This design comes from an exercise in tuning for small area on the open sky130 flow, not from production work. Function was checked by simulation only, so behaviour that the tests miss may differ from the original. No activity file was given, so power comes from the tool's default toggle rates. The flow treats the clock pin as an ideal source, which a real chip does not have.

// RegisterBank
module RegisterBank(clk,writeEnabled,regAddress1,regAddress2,writeAddress,writeData,pc,dataOut1,dataOut2);
	input logic clk;
	input writeEnabled;
	input logic [3:0] regAddress1;
	input logic [3:0] regAddress2;
	input logic [3:0] writeAddress;
	input logic [31:0] writeData;
	input logic [31:0] pc;
	output logic [31:0] dataOut1;
	output logic [31:0] dataOut2;
	logic [31:0] regs [14:0];
	always_ff @(posedge clk)
		for (int i = 0; i < 15; i++)
			if (writeEnabled && writeAddress == i)
				regs[i] <= writeData;
	logic [15:0] n1, n2;
	always_comb
		for (int i = 0; i < 16; i++) begin
			n1[i] = regAddress1 != i;
			n2[i] = regAddress2 != i;
		end
	genvar b;
	generate
		for (b = 0; b < 32; b++) begin : g_bit
			logic [15:0] d;
			for (genvar i = 0; i < 15; i++) begin : g_d
				assign d[i] = regs[i][b];
			end
			assign d[15] = pc[b];
			rb_rdbit u_r1 (.n(n1), .d(d), .y(dataOut1[b]));
			rb_rdbit u_r2 (.n(n2), .d(d), .y(dataOut2[b]));
		end
	endgenerate
endmodule
Size in the first run: roughly 1300 cells after synthesis, ~140 I/O pins.
Settings: LEC_CHECK=0, CAP_MARGIN=20, CORE_MARGIN=2, CORE_UTILIZATION=40, SLEW_MARGIN=20, SYNTH_HIERARCHICAL=1; clock period 5.0 ns.
run.sh (not shown) runs the stock make flow with config.mk's settings and CLKGATE_MAP_FILE= SYNTH_SCRIPT=/design/flow/synth_recipe.tcl, a recipe that flattens the netlist after the stock synthesis.
Edit:
CAP_MARGIN = 0   (was 20)
CTS_BUF_LIST = sky130_fd_sc_hd__clkbuf_4 sky130_fd_sc_hd__clkbuf_8   (was not set)
SLEW_MARGIN = 0   (was 20)
The new run went through all stages and came out clean.
Clock-buffer cell count climbs by 36.
Synthesized area is unchanged.
Flip-flop and latch count is unchanged.
Die area does not change.
Via count increases by 1.2%.
Clock power drops by 6.9%.
Global-route usage grows by 0.19 points.
Edit:
==> flow/flow/run.sh (new file) <==
#!/bin/bash
set -euo pipefail
bash standard.sh synth > flow_synth.log 2>&1
bash standard.sh \
  "BUFFER_PORTS_ARGS=-buffer_cell sky130_fd_sc_hd__buf_1" \
  "CTS_ARGS=-sink_clustering_enable -repair_clock_nets -dont_use_dummy_load -sink_clustering_size 30 -sink_clustering_max_diameter 100 -buf_list sky130_fd_sc_hd__clkbuf_16" \
  finish > flow_make.log 2>&1
==> flow/standard.sh (new file) <==
#!/bin/bash
# synth_recipe.tcl (not shown) runs the flow's synth.tcl, then flattens the netlist and writes it again
# the make line also repeats each setting of config.mk as NAME=value (left out here)
make -C /OpenROAD-flow-scripts/flow DESIGN_CONFIG=/design/flow/config.mk WORK_HOME=/design/flow/orfs CLKGATE_MAP_FILE= SYNTH_SCRIPT=/design/flow/synth_recipe.tcl "${@:-finish}"
CTS_BUF_LIST = not set   (was sky130_fd_sc_hd__clkbuf_4 sky130_fd_sc_hd__clkbuf_8)
GPL_TIMING_DRIVEN = 0   (was not set)
removed: flow/run.sh
Effect:
- The new run completed with no timing, DRC or antenna violations
- maximum frequency grows by 11%
- cell area goes down by 5.9%
- utilization came out lower by 2.9 points
- worst hold slack gets worse by 0.35 ns
- setup slack improves by 0.47 ns
- global-route usage decreases by 0.49 points
- routed wire length hardly moves
- area after synthesis stays the same
- via count shrinks by 0.86%
Edit:
--- a/flow/flow/run.sh
+++ b/flow/flow/run.sh
@@ -5,3 +5,4 @@
   "BUFFER_PORTS_ARGS=-buffer_cell sky130_fd_sc_hd__buf_1" \
   "CTS_ARGS=-sink_clustering_enable -repair_clock_nets -dont_use_dummy_load -sink_clustering_size 30 -sink_clustering_max_diameter 100 -buf_list sky130_fd_sc_hd__clkbuf_16" \
+  "RECOVER_POWER=100" \
   finish > flow_make.log 2>&1
GPL_TIMING_DRIVEN = not set   (was 0)
This time the run completed, yet does not pass: capacitance limit, slew limit; synthesized cell count does not change; worst setup slack loses 0.18 ns; die area is unchanged; non-clock buffer count shrinks by 5.

* * *

The RTL this note starts from:
==> flow/design.v <==
`timescale 1ns / 1ps
module rb_oai22(input logic a1, a2, b1, b2, output logic y);
	assign y = ~((a1 | a2) & (b1 | b2));
endmodule
module rb_nor8(input logic [7:0] a, output logic y);
	assign y = ~|a;
endmodule
module rb_rdbit(input logic [15:0] n, input logic [15:0] d, output logic y);
	logic [7:0] p;
	genvar k;
	generate
		for (k = 0; k < 8; k++) begin : g_p
			rb_oai22 u (.a1(n[2*k]), .a2(d[2*k]), .b1(n[2*k+1]), .b2(d[2*k+1]), .y(p[k]));
		end
	endgenerate
	rb_nor8 u_y (.a(p), .y(y));
endmodule
module RegisterBank(clk,writeEnabled,regAddress1,regAddress2,writeAddress,writeData,pc,dataOut1,dataOut2);
	input logic clk;
	input writeEnabled;
	input logic [3:0] regAddress1;
	input logic [3:0] regAddress2;
	input logic [3:0] writeAddress;
	input logic [31:0] writeData;
	input logic [31:0] pc;
	output logic [31:0] dataOut1;
	output logic [31:0] dataOut2;
	logic [31:0] regs [14:0];
	always_ff @(posedge clk)
		for (int i = 0; i < 15; i++)
			if (writeEnabled && writeAddress == i)
				regs[i] <= writeData;
	logic [15:0] n1, n2;
	always_comb
		for (int i = 0; i < 16; i++) begin
			n1[i] = regAddress1 != i;
			n2[i] = regAddress2 != i;
		end
	genvar b;
	generate
		for (b = 0; b < 32; b++) begin : g_bit
			logic [15:0] d;
			for (genvar i = 0; i < 15; i++) begin : g_d
				assign d[i] = regs[i][b];
			end
			assign d[15] = pc[b];
			rb_rdbit u_r1 (.n(n1), .d(d), .y(dataOut1[b]));
			rb_rdbit u_r2 (.n(n2), .d(d), .y(dataOut2[b]));
		end
	endgenerate
endmodule
Settings: LEC_CHECK=0, CAP_MARGIN=0, CORE_MARGIN=2, CORE_UTILIZATION=55, PLACE_DENSITY=0.85, SLEW_MARGIN=0, SYNTH_HIERARCHICAL=1; clock period 5.0 ns.
standard.sh (not shown) runs the stock make flow with config.mk's settings and CLKGATE_MAP_FILE= SYNTH_SCRIPT=/design/flow/synth_recipe.tcl, a recipe that flattens the netlist after the stock synthesis.
==> flow/flow/run.sh <==
#!/bin/bash
# The standard layout (standard.sh), run unchanged for synthesis; for the
# later steps: plain buf_1 cells as port buffers, a clock tree without dummy
# loads, and a smaller set of buffer cells for the resizer.
set -euo pipefail
bash standard.sh synth > flow_synth.log 2>&1
DU="sky130_fd_sc_hd__probe_p_8 sky130_fd_sc_hd__probec_p_8 sky130_fd_sc_hd__lpflow_bleeder_1 sky130_fd_sc_hd__lpflow_clkbufkapwr_1 sky130_fd_sc_hd__lpflow_clkbufkapwr_16 sky130_fd_sc_hd__lpflow_clkbufkapwr_2 sky130_fd_sc_hd__lpflow_clkbufkapwr_4 sky130_fd_sc_hd__lpflow_clkbufkapwr_8 sky130_fd_sc_hd__lpflow_clkinvkapwr_1 sky130_fd_sc_hd__lpflow_clkinvkapwr_16 sky130_fd_sc_hd__lpflow_clkinvkapwr_2 sky130_fd_sc_hd__lpflow_clkinvkapwr_4 sky130_fd_sc_hd__lpflow_clkinvkapwr_8 sky130_fd_sc_hd__lpflow_decapkapwr_12 sky130_fd_sc_hd__lpflow_decapkapwr_3 sky130_fd_sc_hd__lpflow_decapkapwr_4 sky130_fd_sc_hd__lpflow_decapkapwr_6 sky130_fd_sc_hd__lpflow_decapkapwr_8 sky130_fd_sc_hd__lpflow_inputiso0n_1 sky130_fd_sc_hd__lpflow_inputiso0p_1 sky130_fd_sc_hd__lpflow_inputiso1n_1 sky130_fd_sc_hd__lpflow_inputiso1p_1 sky130_fd_sc_hd__lpflow_inputisolatch_1 sky130_fd_sc_hd__lpflow_isobufsrc_1 sky130_fd_sc_hd__lpflow_isobufsrc_16 sky130_fd_sc_hd__lpflow_isobufsrc_2 sky130_fd_sc_hd__lpflow_isobufsrc_4 sky130_fd_sc_hd__lpflow_isobufsrc_8 sky130_fd_sc_hd__lpflow_isobufsrckapwr_16 sky130_fd_sc_hd__lpflow_lsbuf_lh_hl_isowell_tap_1 sky130_fd_sc_hd__lpflow_lsbuf_lh_hl_isowell_tap_2 sky130_fd_sc_hd__lpflow_lsbuf_lh_hl_isowell_tap_4 sky130_fd_sc_hd__lpflow_lsbuf_lh_isowell_4 sky130_fd_sc_hd__lpflow_lsbuf_lh_isowell_tap_1 sky130_fd_sc_hd__lpflow_lsbuf_lh_isowell_tap_2 sky130_fd_sc_hd__lpflow_lsbuf_lh_isowell_tap_4 sky130_fd_sc_hd__buf_6 sky130_fd_sc_hd__buf_8 sky130_fd_sc_hd__buf_12 sky130_fd_sc_hd__buf_16 sky130_fd_sc_hd__bufbuf_16 sky130_fd_sc_hd__bufbuf_8 sky130_fd_sc_hd__bufinv_16 sky130_fd_sc_hd__bufinv_8 sky130_fd_sc_hd__clkdlybuf4s15_1 sky130_fd_sc_hd__clkdlybuf4s15_2 sky130_fd_sc_hd__clkdlybuf4s18_1 sky130_fd_sc_hd__clkdlybuf4s18_2 sky130_fd_sc_hd__clkdlybuf4s25_1 sky130_fd_sc_hd__clkdlybuf4s25_2 sky130_fd_sc_hd__clkdlybuf4s50_1 sky130_fd_sc_hd__clkdlybuf4s50_2 sky130_fd_sc_hd__dlygate4sd1_1 sky130_fd_sc_hd__dlygate4sd2_1 sky130_fd_sc_hd__dlygate4sd3_1 sky130_fd_sc_hd__dlymetal6s2s_1 sky130_fd_sc_hd__dlymetal6s4s_1 sky130_fd_sc_hd__dlymetal6s6s_1 sky130_fd_sc_hd__clkbuf_8 sky130_fd_sc_hd__clkbuf_4 sky130_fd_sc_hd__clkbuf_2 sky130_fd_sc_hd__clkbuf_1"
bash standard.sh \
  "BUFFER_PORTS_ARGS=-buffer_cell sky130_fd_sc_hd__buf_1" \
  "CTS_ARGS=-sink_clustering_enable -repair_clock_nets -dont_use_dummy_load -sink_clustering_size 30 -sink_clustering_max_diameter 100 -buf_list sky130_fd_sc_hd__clkbuf_16" \
  "DONT_USE_CELLS=$DU" \
  finish > flow_make.log 2>&1
Edit:
- CORE_UTILIZATION: 55 -> 40
- PLACE_DENSITY: 0.85 -> unset
The changed run finished with timing, DRC and antenna clean.
Global-route usage falls by 6.8 points.
Hold slack gets better by 0.015 ns.
Wire length rises by about 10%.
Clock power hardly moves.

==> separate check: timing with driven ports <==
In the flow no input, the clock included, has a driving cell. The finished layouts below were timed again as built, in two steps. Step 1, drivers: a clkbuf_16 drives clk and a buf_2 each remaining input, both assumed. Step 2 moves the port delays by t, midway between the first and last clock arrival at a register: inputs arrive t later, outputs are due t later. That takes back most of the time a late clock gives input paths. Slacks: ideal / step 1 / step 2; pairs: ideal / step 1.
run	shift t [ns]	setup slack, ns	worst setup path after step 2
the first run of note 1	0.631	0.138 / 0.115 / 0.115	input to output
the second run of note 1	0.675	0.134 / 0.101 / 0.101	input to output
the third run of note 1	0.599	0.604 / 0.573 / 0.573	input to output
the fourth run of note 1	0.601	0.425 / 0.390 / -0.013	input to register
the first run of note 2	0.593	0.668 / 0.606 / 0.606	input to output
the second run of note 2	0.591	0.423 / 0.396 / 0.396	input to output
For the fourth run of note 1, which loses most, drivers alone change the setup slack by -0.035 ns; drivers and shift together by -0.438 ns.
